This design comes from an exercise in tuning for small area, a short achievable clock period and few clock cycles per item on the open sky130 flow, not from production work. In this exercise RTL edits were held to simulation tests only and were not proved equivalent to the original. Power and IR drop assume default switching activity.

==> flow/design.v (outline; a module is shown in full before it is edited, if it fits) <==
// module Ascii2Nt: 21 lines
// module Nt2Param: 19 lines
// module DP_BRAM: 40 lines
// module DIR_MEM: 28 lines
// module mux_1OfN: 25 lines
// module GACTX_NWPE: 342 lines
// module GACTX_BTLogic: 249 lines
// module GACTX_ArrayTop: 948 lines
// module gactx_tile: 67 lines
module gactx_tile (
    input         clk,
    input         rst,
    input         start,
    input  [155:0] in_param,
    input         reverse_ref_in,
    input         reverse_query_in,
    input         complement_ref_in,
    input         complement_query_in,
    input  [3:0]  ref_length,
    input  [3:0]  query_length,
    output [3:0]  ref_bram_rd_addr,
    input  [7:0]  ref_bram_data_in,
    output [3:0]  query_bram_rd_addr,
    input  [7:0]  query_bram_data_in,
    input  [11:0] y_in,
    input         start_last,
    output [11:0] max_score,
    output [3:0]  H_offset,
    input  [3:0]  max_H_offset,
    output [3:0]  V_offset,
    input  [3:0]  max_V_offset,
    output [3:0]  ref_max_score_pos,
    output [3:0]  query_max_score_pos,
    output [7:0]  num_tb_steps,
    output [1:0]  dir,
    output        dir_valid,
    output        done
);
  // ...
==> flow/run.sh <==
#!/bin/bash
# synth_recipe.tcl (not shown) runs the flow's synth.tcl, then flattens the netlist and writes it again
# the make line also repeats each setting of config.mk as NAME=value (left out here)
make -C /OpenROAD-flow-scripts/flow DESIGN_CONFIG=/design/flow/config.mk WORK_HOME=/design/flow/orfs CLKGATE_MAP_FILE= SYNTH_SCRIPT=/design/flow/synth_recipe.tcl finish
==> flow/config.mk <==
export PLATFORM = sky130hd
export DESIGN_NAME = gactx_tile
export DESIGN_NICKNAME = gactx_tile
export VERILOG_FILES = /design/flow/design.v
export SDC_FILE = /design/flow/constraint.sdc
export NUM_CORES = 4
export LEC_CHECK = 0
export ABC_CLOCK_PERIOD_IN_PS = 4000
export CAP_MARGIN = 20
export CORE_MARGIN = 2
export CORE_UTILIZATION = 55
export SETUP_SLACK_MARGIN = 5
export SLEW_MARGIN = 20
==> flow/constraint.sdc <==
create_clock -name core_clock -period 10.0 [get_ports {clk}]
set_input_delay 2.0000 -clock core_clock [delete_from_list [all_inputs] [get_ports {clk}]]
set_output_delay 2.0000 -clock core_clock [all_outputs]
set_load 0.01 [all_outputs]
==> metrics.md, run 1 <==
| Metric | Value |
|---|---|
| Status | `finished clean` |
| Pwr Total | `35.5 mW` |
| Synth Area in Adders | `11.0%` |
| Seq_cells | `2239` |
| Largest Register | `u_array.bram_gen.bt_dp_bram.mem` |
| Logic pwr share | `42.1%` |
| Syn Nets | `17200` |
| Final setup margin | `5.10 ns` |
| Detail Route Antenna Nets | `0` |
| Worst path depth | `11` |
| Crit path buf inv count | `2` |
| Worst R2R Setup Slack | `5.10 ns` |
| FMAX | `204 MHz` |
| Cell family with most CP delay | `compound AO/OA/AOI/OAI gates` |
| Placer Congestion | `1.01` |
| Clock Buffer Count | `339` |
| Iteration-0 DRC count of the detailed router | `14700` |
| Worst-path fanout max | `76` |
| PD cells | `235 nW/µm²` |
| Slew Limit Headroom | `4.73%` |
| I/O pins | `256` |
| All-Layer GR Usage | `39.9%` |
| Syn-to-layout area delta | `11.0%` |
| Switch Pwr | `14.6 mW` |
| Sequential element share of the synthesized area | `35.4%` |
| PostCTS Resize Cnt | `37` |
| XOR/XNOR Fraction of Synth Area | `2.64%` |
| Top cells by area, synth | `dfxtp_1, ha_1, edfxtp_1` |
| Dpl hpwl | `363000 µm` |
| Commonest cells after routing, fill and taps aside | `nand2_1, dfxtp_1, a21oi_1` |
| Footprint of the multi-input gates | `82300 µm²` |
| Hold Path Origin | `u_array.pe_gen[3].inst_nwpe.last_pe_state[0]` |
| Worst r2r path cells | `11` |
| R2r startpoint | `u_array.inst_bt_logic.next_addr[0]` |
| Layout cell share with drive strength beyond 1 | `9.93%` |
| Final cell count without fillers | `19000` |
| Die area | `252000 µm²` |
| Vias in the first global route | `119000` |
| Internal | `20.9 mW` |
| Fraction of standard cell area in multi-input logic | `54.4%` |
| Comb power | `15.0 mW` |
| Clock-cell share | `5.67%` |
| Yosys cell types | `109` |
| EDFF count, synth | `332` |
Testbench counts, summed over its fixed seeds: cycles 13,887, tiles 192.
==> run 2: changes to the inputs <==
==> flow/flow/run.sh (new file) <==
#!/bin/bash
set -euo pipefail
bash standard.sh SETUP_SLACK_MARGIN=5.8 finish > flow_make.log 2>&1
==> flow/standard.sh (new file) <==
#!/bin/bash
# synth_recipe.tcl (not shown) runs the flow's synth.tcl, then flattens the netlist and writes it again
# the make line also repeats each setting of config.mk as NAME=value (left out here)
make -C /OpenROAD-flow-scripts/flow DESIGN_CONFIG=/design/flow/config.mk WORK_HOME=/design/flow/orfs CLKGATE_MAP_FILE= SYNTH_SCRIPT=/design/flow/synth_recipe.tcl "${@:-finish}"
--- a/flow/config.mk
+++ b/flow/config.mk
@@ -10,4 +10,3 @@
 export CORE_MARGIN = 2
-export CORE_UTILIZATION = 55
-export SETUP_SLACK_MARGIN = 5
+export CORE_UTILIZATION = 60
 export SLEW_MARGIN = 20
removed: flow/run.sh
==> run 2 against run 1 <==
Against the previous run:
- still clean on timing, DRC and antenna
- combinational power up 7%
- global-route usage up 2.5 points
- sequential power about the same
- power up 2.5%
- critical endpoint is now u_array.pe_gen[1].inst_nwpe.V[9]
- largest power group unchanged
==> metrics.md, run 2 <==
| Metric | Value |
|---|---|
| Status | `finished clean (unchanged)` |
| Largest register FFs | `768 (unchanged)` |
| Synthesized cell area | `136000 µm² (unchanged)` |
| Synth warnings | `17 (unchanged)` |
| Wirelength, routed | `510000 µm (was 521000 µm)` |
| Share of the synthesized area in the top cell type | `28.0% (unchanged)` |
| Layout cell share with drive strength beyond 1 | `12.5% (was 9.93%)` |
| Top cells by count, synth | `nand2_1, dfxtp_1, a21oi_1 (unchanged)` |
| Rows | `174 (was 182)` |
| Clock power share | `25.3% (was 26.8%)` |
| Final nets | `17100 (was 16900)` |
| Initial antenna violation count | `22 (unchanged)` |
| EDFF count, synth | `332 (unchanged)` |
| Reg clk slew, reported paths | `0.06 ns (about the same)` |
| Cells after DPL | `18200 (was 18500)` |
| Async set or reset register ratio after synthesis | `0% (unchanged)` |
| Clock skew | `0.105 ns (was 0.116 ns)` |
| Unrepaired setup endpoints after global routing | `true (unchanged)` |
| Worst skew pair latency | `0.96 ns (was 0.95 ns)` |
| Buffers on Ports | `253 (unchanged)` |
| Die area | `231000 µm² (was 252000 µm²)` |
| Post-CTS Hold Buffers | `0 (unchanged)` |
| Detail Route Antenna Nets | `0 (unchanged)` |
| Clk root buf | `clkbuf_16 (unchanged)` |
| PD cells | `236 nW/µm² (was 235 nW/µm²)` |
| Final setup TNS | `0 ns (unchanged)` |
| Top FF cell, synth | `dfxtp_1 (unchanged)` |
| Vias in the first global route | `120000 (was 119000)` |
| # clock sinks | `2239 (unchanged)` |
| Hold path depth | `0 (was 2)` |
| Die X | `480 µm (was 502 µm)` |
| Crit Path Class | `flop to flop (unchanged)` |
| Worst-path fanout max | `40 (was 76)` |
| Die Height | `480 µm (was 502 µm)` |
| Logic pwr share | `44.2% (was 42.1%)` |
| Num CTS Buffers | `234 (was 235)` |
| All-Layer GR Usage | `42.4% (was 39.9%)` |
| Max_cap viols | `0 (unchanged)` |
| Hold Fails Final Rpt | `0 (unchanged)` |
| Drt first pass iters | `9 (was 7)` |
| Final cell count without fillers | `18900 (was 19000)` |
| H-tree depth | `4 (unchanged)` |
| DR vias/cell | `6.67 (was 6.52)` |
| Fillcell total | `17800 (was 20900)` |
| Setup crit end kind | `flop (unchanged)` |
| Global route total overflow | `0 (unchanged)` |
| DRC Markers | `0 (unchanged)` |
| Area leader, netlist | `dfxtp_1 (unchanged)` |
| Flop pwr share | `30.5% (was 31.0%)` |
| FMAX | `215 MHz (was 204 MHz)` |
| Dpl hpwl | `349000 µm (was 363000 µm)` |
| Worst R2R Setup Slack | `5.35 ns (was 5.10 ns)` |
| Core area | `225000 µm² (was 246000 µm²)` |
| Initial Util | `60.5% (was 55.4%)` |
| Most common cell after layout, fill and taps aside | `nand2_1 (unchanged)` |
| Count leader, synth | `nand2_1 (unchanged)` |
| R2r startpoint | `u_array.pe_gen[0].inst_nwpe.Fg[9] (was u_array.inst_bt_logic.next_addr[0])` |
| Worst r2r path cells | `13 (was 11)` |
| Syn Nets | `17200 (unchanged)` |
| Commonest cells after routing, fill and taps aside | `nand2_1, dfxtp_1, a21oi_1 (unchanged)` |
| Synthesized flop and latch total | `2239 (unchanged)` |
| Syn Area/Cell | `8.63 µm² (unchanged)` |
| CTS Buffer Depth | `3 (unchanged)` |
| Final slew viol count | `0 (unchanged)` |
| Period Utilization, post-route | `46.5% (was 49.0%)` |
| Sequential element share of the synthesized area | `35.4% (unchanged)` |
| Type of the worst min-delay path | `flop to flop (unchanged)` |
| Switch Pwr | `15.0 mW (was 14.6 mW)` |
| Hold slack | `0.432 ns (was 0.421 ns)` |
| Leak | `58.9 nW (was 57.8 nW)` |
| First-pass GRT wire length | `747000 µm (was 759000 µm)` |
| Storage element area | `48300 µm² (was 48200 µm²)` |
| Iteration-0 DRC count of the detailed router | `15700 (was 14700)` |
| TritonCTS clock tree | `done (unchanged)` |
| Reg2reg end | `u_array.pe_gen[1].inst_nwpe.V[9] (was u_array.inst_bt_logic.next_pe_state[1])` |
| Syn-to-layout area delta | `13.2% (was 11.0%)` |
| Largest net degree at the start of global routing | `258 (was 255)` |
| Final setup fails | `0 (unchanged)` |
| I/O pins | `256 (unchanged)` |
| Hold EP | `u_array.delayed_init_in_0 (was u_array.pe_gen[3].inst_nwpe.max_pe_state_out[0])` |
| Switching share of power | `41.1% (about the same)` |
| WP data required | `10.82 ns (was 10.67 ns)` |
| Top cells by area, synth | `dfxtp_1, ha_1, edfxtp_1 (unchanged)` |
| Crit path DAT | `5.47 ns (was 5.57 ns)` |
| Vias after detailed routing | `126000 (was 124000)` |
| Footprint of the multi-input gates | `84000 µm² (was 82300 µm²)` |
| Worst-Margin Slew | `1.28 ns (was 1.43 ns)` |
| Routed len/inst | `27.0 µm (was 27.4 µm)` |
| Pwr Total | `36.4 mW (was 35.5 mW)` |
| Internal | `21.5 mW (was 20.9 mW)` |
| VDD IR-drop max | `0.292 mV (was 0.216 mV)` |
| Placer Congestion | `1.05 (was 1.01)` |
| Largest Register | `u_array.bram_gen.bt_dp_bram.mem (unchanged)` |
| Tmin final | `4.65 ns (was 4.90 ns)` |
| Cells after synthesis | `15800 (unchanged)` |
| Slew Limit Headroom | `14.5% (was 4.73%)` |
| CP Launch Type | `flop (unchanged)` |
| Yosys cell types | `109 (unchanged)` |
| Hold Path Origin | `u_array.init_in_0 (was u_array.pe_gen[3].inst_nwpe.last_pe_state[0])` |
-- run 2: cell counts after synthesis --
No cell type changed its count.
-- run 2: cell type report --
class	instances	share of cell area, %
diodes	10	0.0162
clock buffers	335	4.44
repair buffers	797	4.79
multi-input cells	11800	54.5
well taps	2992	2.43
inverters	650	1.60
clock inverters	107	0.889
flip-flops and latches	2239	31.3
-- run 2: through the flow --
| step | utilization (%) | worst slack, ns | instance area, µm² |
|---|---|---|---|
| after floorplan | - | 5.51 | 136000 |
| after global placement | 62.7 | 4.10 | 141000 |
| after detailed placement | 62.7 | 4.02 | 141000 |
| after CTS | 67.6 | 5.54 | 152000 |
| after global routing | 68.5 | 5.22 | 154000 |
| final | 68.5 | 5.35 | 154000 |
-- run 2: power by group through the flow --
stage	registers [mW]	clock network [mW]	logic, mW
2_1_floorplan	10.6	0	9.32
3_3_place_gp	11.3	0	13.0
3_5_place_dp	11.3	0	13.5
4_1_cts	11.1	9.26	14.8
5_1_grt	11.1	9.65	17.1
6_report	11.1	9.21	16.1
-- run 2: cells by family after synthesis --
family	count (synthesis)	share of synthesized area, %
mux	1194	12.1
buf+inv	1775	4.98
simple gates	5117	16.5
xor+xnor	411	2.64
flops	2239	35.4
fa+ha+maj	1175	11.0
compound gates	3868	17.4
-- run 2: metal layers --
metal	global-route usage (%)	wire length [µm]	vias to the layer above
met2	64.5	221000	7498
met4	28.4	40700	22
li1	-	-	56200
met3	9.97	55800	1900
met5	0.186	200	-
met1	53.7	192000	60500
-- run 2: worst max path at each step --
stage                                          start                              endpoint  cells after the start
6_report           u_array.pe_gen[0].inst_nwpe.Fg[9]      u_array.pe_gen[1].inst_nwpe.V[9]                     13
5_1_grt        u_array.pe_gen[2].inst_nwpe.V_diag[0]      u_array.pe_gen[2].inst_nwpe.V[0]                     24
4_1_cts        u_array.pe_gen[2].inst_nwpe.V_diag[0]     u_array.pe_gen[2].inst_nwpe.V[11]                     23
3_5_place_dp                                     rst  u_array.inst_bt_logic.stripe_off2[4]                     12
3_3_place_gp                                     rst  u_array.inst_bt_logic.stripe_off1[3]                     14
2_1_floorplan                                    rst  u_array.inst_bt_logic.stripe_off1[3]                     14
-- run 2: critical path, stage by stage, from the launching register on --
cell       delay [ns]
edfxtp_1         0.59
inv_1            0.12
ha_1             0.32
a21o_1           0.20
a2111oi_4        0.39
nor2_2           0.10
o41ai_4          0.47
buf_6            0.38
o21ai_2          0.13
o2bb2ai_4        0.37
o221ai_1         0.23
mux2i_1          0.76
o211ai_1         0.29
a21oi_1          0.23
-- run 2: repair_timing --
action                                 CTS  global route
endpoints found under the hold margin    0             0
setup endpoints to repair              426           323
resized for setup                      355           221
cloned                                  10             3
buffers inserted                       135            82
pin swaps                              157           125

==> static timing again, ports no longer ideal <==
The results above use ideal ports. As a check the final layouts listed here were re-extracted and re-timed, cells and wires unchanged. Step 1: set_driving_cell puts a clkbuf_16 on clk and a buf_2 on each other input, an assumption about the parent block. Step 2 adds t to the input delays and takes it off the output delays; t is the mean of the earliest and latest rising clock arrival at the registers after step 1. Input paths then give back, and output paths get back, about the clock's delay inside the block. a / b / c = ideal ports / drivers / drivers and shift; a / b = the first two.
| run | shift t [ns] | setup slack, ns | latest minus earliest clock arrival (ns) | worst register clock-pin slew, ns | worst slew at a driven data input, ns |
|---|---|---|---|---|---|
| run 1 | 1.006 | 5.100 / 5.060 / 4.359 | 0.121 / 0.121 | 0.07 / 0.07 | 0.29 |
| run 2 | 1.002 | 5.348 / 5.348 / 4.944 | 0.110 / 0.109 | 0.07 / 0.07 | 0.23 |
After both steps setup and hold are still met in every run listed. For run 1, which loses most, drivers alone change the setup slack by -0.040 ns; drivers and shift together by -0.741 ns.
